Source: an optimization exercise on an open RTL-to-GDS flow (aim: a short achievable clock period and few clock cycles). Production flows keep margins and buffers that such runs may drop. The RTL was checked by simulation tests, not by an equivalence proof against the original design.

`flow/run.sh`:
```
#!/bin/bash
# synth_recipe.tcl (not shown) runs the flow's synth.tcl, then flattens the netlist and writes it again
# the make line also repeats each setting of config.mk as NAME=value (left out here)
make -C /OpenROAD-flow-scripts/flow DESIGN_CONFIG=/design/flow/config.mk WORK_HOME=/design/flow/orfs CLKGATE_MAP_FILE= SYNTH_SCRIPT=/design/flow/synth_recipe.tcl finish
```
`flow/design.v`:
```
module ALU(
  input  [63:0] a,
  input  [63:0] b,
  input         cin,
  input         shl,
  input         andop,
  output [63:0] result
  );
  wire [64:0] sum1 = {a, 1'b1} + {b, cin};
  wire [63:0] sum = sum1[64:1];
  assign result = shl ? (a << b[4:0]) : andop ? (a & b) : sum;
endmodule
module AGU(
  input  [9:0] a,
  input  [9:0] b,
  input        sub,
  input        shl,
  input        andop,
  output [9:0] result
  );
  wire [9:0] sum = sub ? a - b : a + b;
  assign result = shl ? (a << b[4:0]) : andop ? (a & b) : sum;
endmodule
module reg_file (
  input             clk,
  input             we,
  input      [4:0]  waddr,
  input      [63:0] wdata,
  input      [4:0]  raddr1,
  input      [4:0]  raddr2,
  output     [63:0] rdata1,
  output     [63:0] rdata2
  );
  reg [63:0] mem [0:31];
  always @(posedge clk)
    if (we) mem[waddr] <= wdata;
  assign rdata1 = mem[raddr1];
  assign rdata2 = mem[raddr2];
endmodule
module datapath #(
    parameter PC_WIDTH = 32,
    parameter D_WIDTH = 64,
    parameter ISTR_WIDTH = 32
  )
  (
    input       clk,
    input       reset_n,
    output [8:0]            imem_addr,
    input  [ISTR_WIDTH-1:0] imem_rdata,
    output [7:0]            dmem_addr,
    output [D_WIDTH-1:0]    dmem_wdata,
    output                  dmem_we,
    output                  dmem_re,
    input  [D_WIDTH-1:0]    dmem_rdata
   );
   localparam OP_R     = 7'b0110011;
   localparam OP_I     = 7'b0010011;
   localparam OP_S     = 7'b0100011;
   localparam OP_B     = 7'b1100011;
   localparam OP_J     = 7'b1101111;
   localparam OP_L     = 7'b0000011;
   localparam OP_AUIPC = 7'b0010111;
   reg  [31:0] fpc;           
   reg         stall;         
   reg         id_v;          
   reg  [31:0] id_pc, id_pred, id_seq;
   reg  [31:0] ir;            
   reg         rr_v;
   reg  [31:0] rr_pc, rr_pred, rr_seq, rr_tgt;
   reg         ex_v, ex_wr, ex_ld, ex_br, ex_jal, ex_shl, ex_and, ex_cin;
   reg         ex_fa, ex_fb;
   reg  [4:0]  ex_rd;
   reg  [2:0]  ex_f3;
   reg  [63:0] ex_a, ex_b, ex_sd;
   reg  [31:0] ex_pc, ex_tgt, ex_seq;
   reg         ex_mt, ex_ms;
   reg         ex_we, ex_re;
   reg  [7:0]  ex_addr;
   reg         wb_v, wb_wr, wb_ld;
   reg  [4:0]  wb_rd;
   reg  [63:0] wb_val;
   wire        mispredict;
   wire [31:0] redirect_pc;
   wire [63:0] alu_res;
   localparam NB = 16;
   reg         btb_v   [0:NB-1];
   reg  [8:0]  btb_tag [0:NB-1];
   reg  [31:0] btb_tgt [0:NB-1];
   reg  [1:0]  btb_ctr [0:NB-1];
   reg  [3:0]  btb_ptr;
   reg         p_taken;
   reg  [31:0] p_tgt;
   integer k;
   always @(*) begin
      p_taken = 1'b0;
      p_tgt   = 32'h0;
      for (k = 0; k < NB; k = k + 1)
         if (btb_v[k] && btb_tag[k] == fpc[10:2]) begin
            p_taken = p_taken | btb_ctr[k][1];
            p_tgt   = p_tgt | btb_tgt[k];
         end
   end
   wire [31:0] fpc4 = fpc + 32'd4;
   wire [31:0] pred_next = p_taken ? p_tgt : fpc4;
   assign imem_addr = fpc[10:2];
   wire [31:0] iw = imem_rdata;
   wire [6:0] in_op = iw[6:0];
   wire in_u1 = (in_op == OP_R) | (in_op == OP_I) | (in_op == OP_L) | (in_op == OP_S) | (in_op == OP_B);
   wire in_u2 = (in_op == OP_R) | (in_op == OP_S) | (in_op == OP_B);
   wire in_dep = (in_u1 & (iw[19:15] == ir[11:7])) | (in_u2 & (iw[24:20] == ir[11:7]));
   wire [31:0] in_imm_b = {{20{iw[31]}}, iw[7], iw[30:25], iw[11:8], 1'b0};
   wire [31:0] in_imm_j = {{12{iw[31]}}, iw[19:12], iw[20], iw[30:21], 1'b0};
   wire [31:0] in_tgt = id_pc + (iw[3] ? in_imm_j : in_imm_b);
   reg         mis_r;
   reg  [31:0] redir_r;
   wire stall_next = !stall & !mis_r & id_v & rr_v & (ir[6:0] == OP_L) & in_dep;
   always @(posedge clk) begin
      if (!reset_n) begin
         fpc   <= 32'h0;
         stall <= 1'b0;
         id_v  <= 1'b0;
         rr_v  <= 1'b0;
      end else begin
         stall <= stall_next;
         id_v  <= !mis_r;
         if (mis_r)
            fpc <= redir_r;
         else if (!stall_next)
            fpc <= pred_next;
         if (mis_r)
            rr_v <= 1'b0;
         else if (!stall)
            rr_v <= id_v;
      end
      id_pc   <= fpc;
      id_pred <= pred_next;
      id_seq  <= fpc4;
      if (!stall) begin
         ir      <= iw;
         rr_pc   <= id_pc;
         rr_pred <= id_pred;
         rr_seq  <= id_seq;
         rr_tgt  <= in_tgt;
      end
   end
   wire [6:0] op  = ir[6:0];
   wire [4:0] rd  = ir[11:7];
   wire [2:0] f3  = ir[14:12];
   wire [4:0] rs1 = ir[19:15];
   wire [4:0] rs2 = ir[24:20];
   wire [6:0] f7  = ir[31:25];
   wire is_r  = op == OP_R;
   wire is_i  = op == OP_I;
   wire is_au = op == OP_AUIPC;
   wire is_ld = op == OP_L;
   wire is_st = op == OP_S;
   wire is_br = op == OP_B;
   wire is_j  = op == OP_J;
   wire [63:0] imm_i = {{52{ir[31]}}, ir[31:20]};
   wire [63:0] imm_s = {{52{ir[31]}}, ir[31:25], ir[11:7]};
   wire [63:0] imm_u = {{32{ir[31]}}, ir[31:12], 12'b0};
   wire [63:0] wb_fwd = wb_ld ? dmem_rdata : wb_val;
   wire [63:0] rf1, rf2;
   reg_file inst_reg_file (
      .clk   (clk),
      .we    (wb_v & wb_wr),
      .waddr (wb_rd),
      .wdata (wb_fwd),
      .raddr1(rs1),
      .raddr2(rs2),
      .rdata1(rf1),
      .rdata2(rf2)
   );
   wire ex_hit1 = ex_v & ex_wr & (ex_rd == rs1);
   wire ex_hit2 = ex_v & ex_wr & (ex_rd == rs2);
   wire wb_hit1 = wb_v & wb_wr & (wb_rd == rs1);
   wire wb_hit2 = wb_v & wb_wr & (wb_rd == rs2);
   wire [63:0] r1_early = wb_hit1 ? wb_fwd : rf1;
   wire [63:0] r2_early = wb_hit2 ? wb_fwd : rf2;
   wire [63:0] rs1v = ex_hit1 ? alu_res : r1_early;
   wire [63:0] rs2v = ex_hit2 ? alu_res : r2_early;
   wire sub = (f7[6:5] == 2'b01) & (f3 == 3'b000);
   wire [63:0] op0 = is_au ? {32'h0, rr_pc} : r1_early;
   wire [63:0] op1 = (is_i | is_ld) ? imm_i : is_st ? imm_s : is_au ? imm_u : r2_early;
   wire [9:0] agu_res;
   AGU inst_AGU (
      .a     (rs1v[9:0]),
      .b     (is_st ? imm_s[9:0] : imm_i[9:0]),
      .sub   (sub),
      .shl   (f3 == 3'b001),
      .andop (f3 == 3'b111),
      .result(agu_res)
   );
   wire rr_go = rr_v & !stall & !mispredict & !mis_r;
   always @(posedge clk) begin
      if (!reset_n) begin
         ex_v   <= 1'b0;
         ex_we  <= 1'b0;
         ex_re  <= 1'b0;
      end else begin
         ex_v   <= rr_go;
         ex_we  <= rr_go & is_st;
         ex_re  <= rr_go & is_ld;
      end
      ex_addr <= agu_res[9:2];
      ex_wr  <= is_r | is_i | is_au | is_ld;
      ex_ld  <= is_ld;
      ex_br  <= is_br;
      ex_jal <= is_j;
      ex_shl <= f3 == 3'b001;
      ex_and <= f3 == 3'b111;
      ex_cin <= sub;
      ex_f3  <= f3;
      ex_rd  <= rd;
      ex_fa  <= ex_hit1 & !is_au;
      ex_fb  <= ex_hit2 & (is_r | is_br);
      ex_a   <= op0;
      ex_b   <= sub ? ~op1 : op1;
      ex_sd  <= rs2v;
      ex_pc  <= rr_pc;
      ex_tgt <= rr_tgt;
      ex_seq <= rr_seq;
      ex_mt  <= rr_pred == rr_tgt;
      ex_ms  <= rr_pred == rr_seq;
   end
   wire [63:0] a_eff = ex_fa ? wb_val : ex_a;
   wire [63:0] b_eff = ex_fb ? (ex_cin ? ~wb_val : wb_val) : ex_b;
   ALU inst_ALU (
      .a     (a_eff),
      .b     (b_eff),
      .cin   (ex_cin),
      .shl   (ex_shl),
      .andop (ex_and),
      .result(alu_res)
   );
   wire eq = a_eff == ex_sd;
   wire lt = a_eff < ex_sd;
   wire taken = ex_br & (((ex_f3 == 3'b000) & eq) | ((ex_f3 == 3'b001) & !eq) |
                         ((ex_f3 == 3'b100) & lt) | ((ex_f3 == 3'b101) & !lt));
   wire ctl_taken = taken | ex_jal;
   assign mispredict  = ex_v & (ctl_taken ? !ex_mt : !ex_ms);
   assign redirect_pc = ctl_taken ? ex_tgt : ex_seq;
   assign dmem_addr  = ex_addr;
   assign dmem_wdata = ex_sd;
   assign dmem_we    = ex_we;
   assign dmem_re    = ex_re;
   reg         e_hit;
   reg  [3:0]  e_idx;
   always @(*) begin
      e_hit = 1'b0;
      e_idx = 4'd0;
      for (k = 0; k < NB; k = k + 1)
         if (btb_v[k] && btb_tag[k] == ex_pc[10:2]) begin
            e_hit = 1'b1;
            e_idx = k;
         end
   end
   reg         u_v, u_taken, u_hit;
   reg  [3:0]  u_idx;
   reg  [31:0] u_pc, u_tgt;
   always @(posedge clk) begin
      if (!reset_n) begin
         wb_v <= 1'b0;
         u_v  <= 1'b0;
         mis_r <= 1'b0;
      end else begin
         mis_r <= mispredict;
         wb_v <= ex_v;
         u_v  <= ex_v & (ex_br | ex_jal);
      end
      redir_r <= redirect_pc;
      wb_wr   <= ex_wr;
      wb_ld   <= ex_ld;
      wb_rd   <= ex_rd;
      wb_val  <= alu_res;
      u_taken <= ctl_taken;
      u_hit   <= e_hit;
      u_idx   <= e_idx;
      u_pc    <= ex_pc;
      u_tgt   <= ex_tgt;
   end
   always @(posedge clk) begin
      if (!reset_n) begin
         for (k = 0; k < NB; k = k + 1) btb_v[k] <= 1'b0;
         btb_ptr <= 4'd0;
      end else if (u_v) begin
         if (u_hit) begin
            if (u_taken) begin
               btb_tgt[u_idx] <= u_tgt;
               if (btb_ctr[u_idx] != 2'b11) btb_ctr[u_idx] <= btb_ctr[u_idx] + 2'b01;
            end else if (btb_ctr[u_idx] != 2'b00)
               btb_ctr[u_idx] <= btb_ctr[u_idx] - 2'b01;
         end else if (u_taken) begin
            btb_v[btb_ptr]   <= 1'b1;
            btb_tag[btb_ptr] <= u_pc[10:2];
            btb_tgt[btb_ptr] <= u_tgt;
            btb_ctr[btb_ptr] <= 2'b11;
            btb_ptr <= btb_ptr + 4'd1;
         end
      end
   end
endmodule
```
`flow/constraint.sdc`:
```
create_clock -name core_clock -period 10.0 [get_ports {clk}]
set_input_delay 2.0000 -clock core_clock [delete_from_list [all_inputs] [get_ports {clk}]]
set_output_delay 2.0000 -clock core_clock [all_outputs]
set_load 0.01 [all_outputs]
```
`flow/config.mk`:
```
export PLATFORM = sky130hd
export DESIGN_NAME = datapath
export DESIGN_NICKNAME = datapath
export VERILOG_FILES = /design/flow/design.v
export SDC_FILE = /design/flow/constraint.sdc
export NUM_CORES = 4
export LEC_CHECK = 0
export ABC_CLOCK_PERIOD_IN_PS = 3000
export CAP_MARGIN = 20
export CORE_MARGIN = 2
export CORE_UTILIZATION = 40
export SETUP_SLACK_MARGIN = 5
export SLEW_MARGIN = 20
```
==> notes.md <==
## final cells by class
| class | instances | area, um^2 | area share |
|---|---|---|---|
| Antenna cell | 12 | 30.0 | 0.000164 |
| Timing Repair Buffer | 473 | 4760 | 0.0260 |
| Inverter | 195 | 792 | 0.00432 |
| Tap cell | 5265 | 6590 | 0.0360 |
| Clock inverter | 209 | 2040 | 0.0111 |
| Sequential cell | 3499 | 99100 | 0.541 |
| Clock buffer | 489 | 10400 | 0.0567 |
| Multi-Input combinational cell | 5548 | 59500 | 0.325 |
## metrics by stage
step,cells,hold slack (ps),util
final,15700,334,0.458
after global routing,15700,340,0.458
after CTS,15700,336,0.456
after detailed placement,14900,325,0.423
after global placement,14900,314,0.423
after floorplan,9896,310,-
## kinds of logic (layout without fill, tap and decap cells)
group,Yosys count,count (layout),synth area share
XOR/XNOR,628,628,0.0343
adder cells (fa/ha/maj),175,175,0.0137
multiplexers,1834,1836,0.214
other,0,12,0
AO/OA/AOI/OAI,1384,1387,0.0574
flip-flops,3499,3499,0.615
buffers and inverters,854,1366,0.0215
AND/OR/NAND/NOR,1522,1522,0.0442
## report_power, final
group | switching, mW | internal [mW]
clock | 6.02 | 8.02
sequential | 0.600 | 17.3
combinational | 3.61 | 1.84
total | 10.2 | 27.2
## sequential cells by signal, indices dropped and copies added, names as in the netlist, 30 cells and up, named ones only
| name | flops |
|---|---|
| btb_ctr | 32 |
| btb_tag | 144 |
| btb_tgt | 512 |
| ex_a | 64 |
| ex_b | 64 |
| ex_sd | 64 |
| ex_seq | 32 |
| ex_tgt | 31 |
| fpc | 32 |
| id_pc | 30 |
| id_pred | 32 |
| id_seq | 32 |
| inst_reg_file.mem | 2048 |
| ir | 32 |
| redir_r | 32 |
| rr_pc | 30 |
| rr_pred | 32 |
| rr_seq | 31 |
| rr_tgt | 32 |
| u_tgt | 32 |
| wb_val | 64 |
## metal layers
| metal | share of wire | vias to the layer above |
|---|---|---|
| li1 | - | 40300 |
| met2 | 0.46 | 5698 |
| met4 | 0.044 | 14 |
| met1 | 0.40 | 52700 |
| met3 | 0.096 | 964 |
| met5 | 0.00019 | - |
## final timing paths
path,start,end,slack [ps],depth (start not counted)
max,ex_fa,ex_re,5050,15
min,ex_ld,wb_ld,330,0
max reg2reg,ex_fa,ex_re,5050,15
min reg2reg,ex_ld,wb_ld,330,0
## repair_timing
item                                    CTS  global route
endpoints found under the setup margin  183            86
setup buffers                            21            16
resized for setup                        76            78
cloned                                   11             3
pin swaps                                 7            12
hold buffers                              0             0
## placed cells by master, fill, tap and decap left out, drive strengths merged, types with 205 or more instances in the layout
master,n
edfxtp,2893
mux2i,374
a21oi,315
inv,208
dfxtp,606
clkbuf,491
nor2,428
a22oi,205
buf,285
mux4,1263
o21ai,256
xnor2,463
nand2,488
## critical path: stages, from the launching register on
cell                        delay [ps]
sky130_fd_sc_hd__dfxtp_4           500
sky130_fd_sc_hd__buf_4             230
sky130_fd_sc_hd__mux2i_1           380
sky130_fd_sc_hd__inv_1             120
sky130_fd_sc_hd__ha_1              290
sky130_fd_sc_hd__nand3_1           100
sky130_fd_sc_hd__nor3_2            270
sky130_fd_sc_hd__nand4_1           280
sky130_fd_sc_hd__or4_4             620
sky130_fd_sc_hd__or4_1             580
sky130_fd_sc_hd__o21ai_4           170
sky130_fd_sc_hd__xor2_4            280
sky130_fd_sc_hd__a31oi_4           180
sky130_fd_sc_hd__buf_6             220
sky130_fd_sc_hd__mux2i_1           190
sky130_fd_sc_hd__a2111oi_0         430
## synth_stat cells, types with 46 or more instances
cell type	n	area, um^2
sky130_fd_sc_hd__nor4_1	50	313
sky130_fd_sc_hd__a221oi_1	64	561
sky130_fd_sc_hd__nor2_1	427	1600
sky130_fd_sc_hd__mux4_2	1263	28400
sky130_fd_sc_hd__and3_1	46	288
sky130_fd_sc_hd__mux2_2	165	1860
sky130_fd_sc_hd__dfxtp_1	606	12100
sky130_fd_sc_hd__a22oi_1	205	1540
sky130_fd_sc_hd__nand2_1	488	1830
sky130_fd_sc_hd__a21o_1	102	766
sky130_fd_sc_hd__xor2_1	165	1450
sky130_fd_sc_hd__o21ai_0	225	1130
sky130_fd_sc_hd__a211oi_1	93	698
sky130_fd_sc_hd__mux2i_1	374	3740
sky130_fd_sc_hd__a21oi_1	312	1560
sky130_fd_sc_hd__ha_1	173	2160
sky130_fd_sc_hd__nand4_1	147	920
sky130_fd_sc_hd__nand3_1	65	325
sky130_fd_sc_hd__a22o_1	69	604
sky130_fd_sc_hd__inv_1	187	702
sky130_fd_sc_hd__edfxtp_1	2893	86900
sky130_fd_sc_hd__buf_2	95	475
sky130_fd_sc_hd__clkbuf_1	424	1590
sky130_fd_sc_hd__nor3_1	112	561
sky130_fd_sc_hd__xnor2_1	462	4050
sky130_fd_sc_hd__a31oi_1	59	369
sky130_fd_sc_hd__buf_1	111	417
==> flow_metrics.env <==
export IMPL_ios=181
export IMPL_synth_net_count=10200
export IMPL_start_util=0.402
export IMPL_cp_data_required_time_ps=10870
export IMPL_place_ws_ps=3170
export IMPL_grt_util_met2=0.416
export IMPL_top_usage_layer="met2"
export IMPL_rows=232
export IMPL_power_per_cell_area_mw_per_mm2=204
export IMPL_design_final_nets=10400
export IMPL_clk_path_buf_depth=4
export IMPL_detail_route_antenna_nets=0
export IMPL_detailed_route_iter0_violations=12900
export IMPL_synth_seq_cells=3499
export IMPL_finalInstanceArea_mm2=0.183
export IMPL_finalClockSkew_ps=98.6
export IMPL_synth_area_per_cell_um2=16.3
export IMPL_finalCritPeriodShare=0.495
export IMPL_synthesis_area_mm2=0.161
export IMPL_min_delay_path_class="flop to flop"
export IMPL_worst_slew_pin_slew_ps=1200
export IMPL_timing_critical_path_to_type="flop"
export IMPL_syn_instance_count=9896
export IMPL_final_period_minus_worst_setup_slack_ps=4950
export IMPL_ys_async_rst_share=0
export IMPL_hold_violations=0
export IMPL_timing_worst_setup_path_type="flop to flop"
export IMPL_setup_worst_path_start_class="flop"
export IMPL_drc=0
export IMPL_setup_violations_final=0
export IMPL_timing_slew_headroom=0.192
export IMPL_leakagePower_nw=60.9
export IMPL_detailed_place_hpwl_um=344000
export IMPL_h_tree_depth=5
export IMPL_grt_overflow_total=0
export IMPL_clock_pin_transition_on_the_worst_setup_and_hold_timing_paths_ps=60
export IMPL_fillCellCount=34200
export IMPL_grtUsageTotal=0.269
export IMPL_rsz0062_at_grt="yes"
export IMPL_std_cell_core_area_mm2=0.400
export IMPL_globalplace_congestion=0.971
export IMPL_area_delta_synth_final_pct=13.8
export IMPL_routed_via_density=6.35
export IMPL_dpl_instance_area_mm2=0.169
export IMPL_final_setup_tns_ps=0
export IMPL_port_buffer_count=180
export IMPL_clock_buffers_created_by_tritoncts=374
export IMPL_die_w_um=638
export IMPL_groute_layer_met1_usage=0.378
export IMPL_grt_pass1_vias=99300
export IMPL_grt_start_max_net_pins=125
export IMPL_achievable_frequency_ghz=0.202
export IMPL_max_vdd_ir_drop_mv=0.171
export IMPL_wirelength_um=558000
export IMPL_timing_max_cap_violations=0
export IMPL_clock_sinks=3499
export IMPL_status="complete, no violations"
export IMPL_detailed_router_iteration_count_before_antenna_repair=8
export IMPL_synth_yosys_seq_area_share=0.615
export IMPL_root_buffer="sky130_fd_sc_hd__clkbuf_16"
export IMPL_total_power_mw=37.4
export IMPL_drt_wirelength_per_cell_um=35.6
export IMPL_vias=99600
export IMPL_drive_gt1_frac=0.239
export IMPL_cp_arrival_ps=5820
export IMPL_met3_routing_resource_usage_after_global_routing=0.0476
export IMPL_antenna_found_initial=45
export IMPL_tritoncts_clock_tree="done"
export IMPL_first_pass_grt_wire_length_um=777000
export IMPL_synth_lib_cells_used_distinct=90
export IMPL_ys_warnings_count=2
export IMPL_synth_edff_count=2893
export IMPL_clk_insertion_delay_late_ps=1000
export IMPL_setup_ws_ps=5050
export IMPL_die_extent_in_y_um=638
export IMPL_timing_critical_path_fanout_max=14
export IMPL_synth_top_flop_cell="sky130_fd_sc_hd__edfxtp_1"
export IMPL_final_max_slew_viol_count=0
export IMPL_floorplan_die_area_mm2=0.407
Testbench counts, summed over its fixed seeds: cycles 125,855.

static timing again, ports no longer ideal:
Ports are ideal in the flow. The routed layout listed here was re-timed in OpenROAD. Step 1 assumes that a clkbuf_16 drives the clock port and a buf_2 every other input. Step 2 moves the port delays by t, midway between the first and last clock arrival at a register: inputs arrive t later, outputs are due t later. That takes back most of the time a late clock gives input paths. Slacks: ideal ports / drivers / drivers and shift; pairs: ideal ports / drivers.
t, ns: 1.070
setup WS [ns]: 5.052 / 5.052 / 4.106
worst setup path after step 2: input to register
After both steps this run still meets setup and hold. For this run, drivers alone change the setup slack by 0.000 ns; drivers and shift together by -0.946 ns.
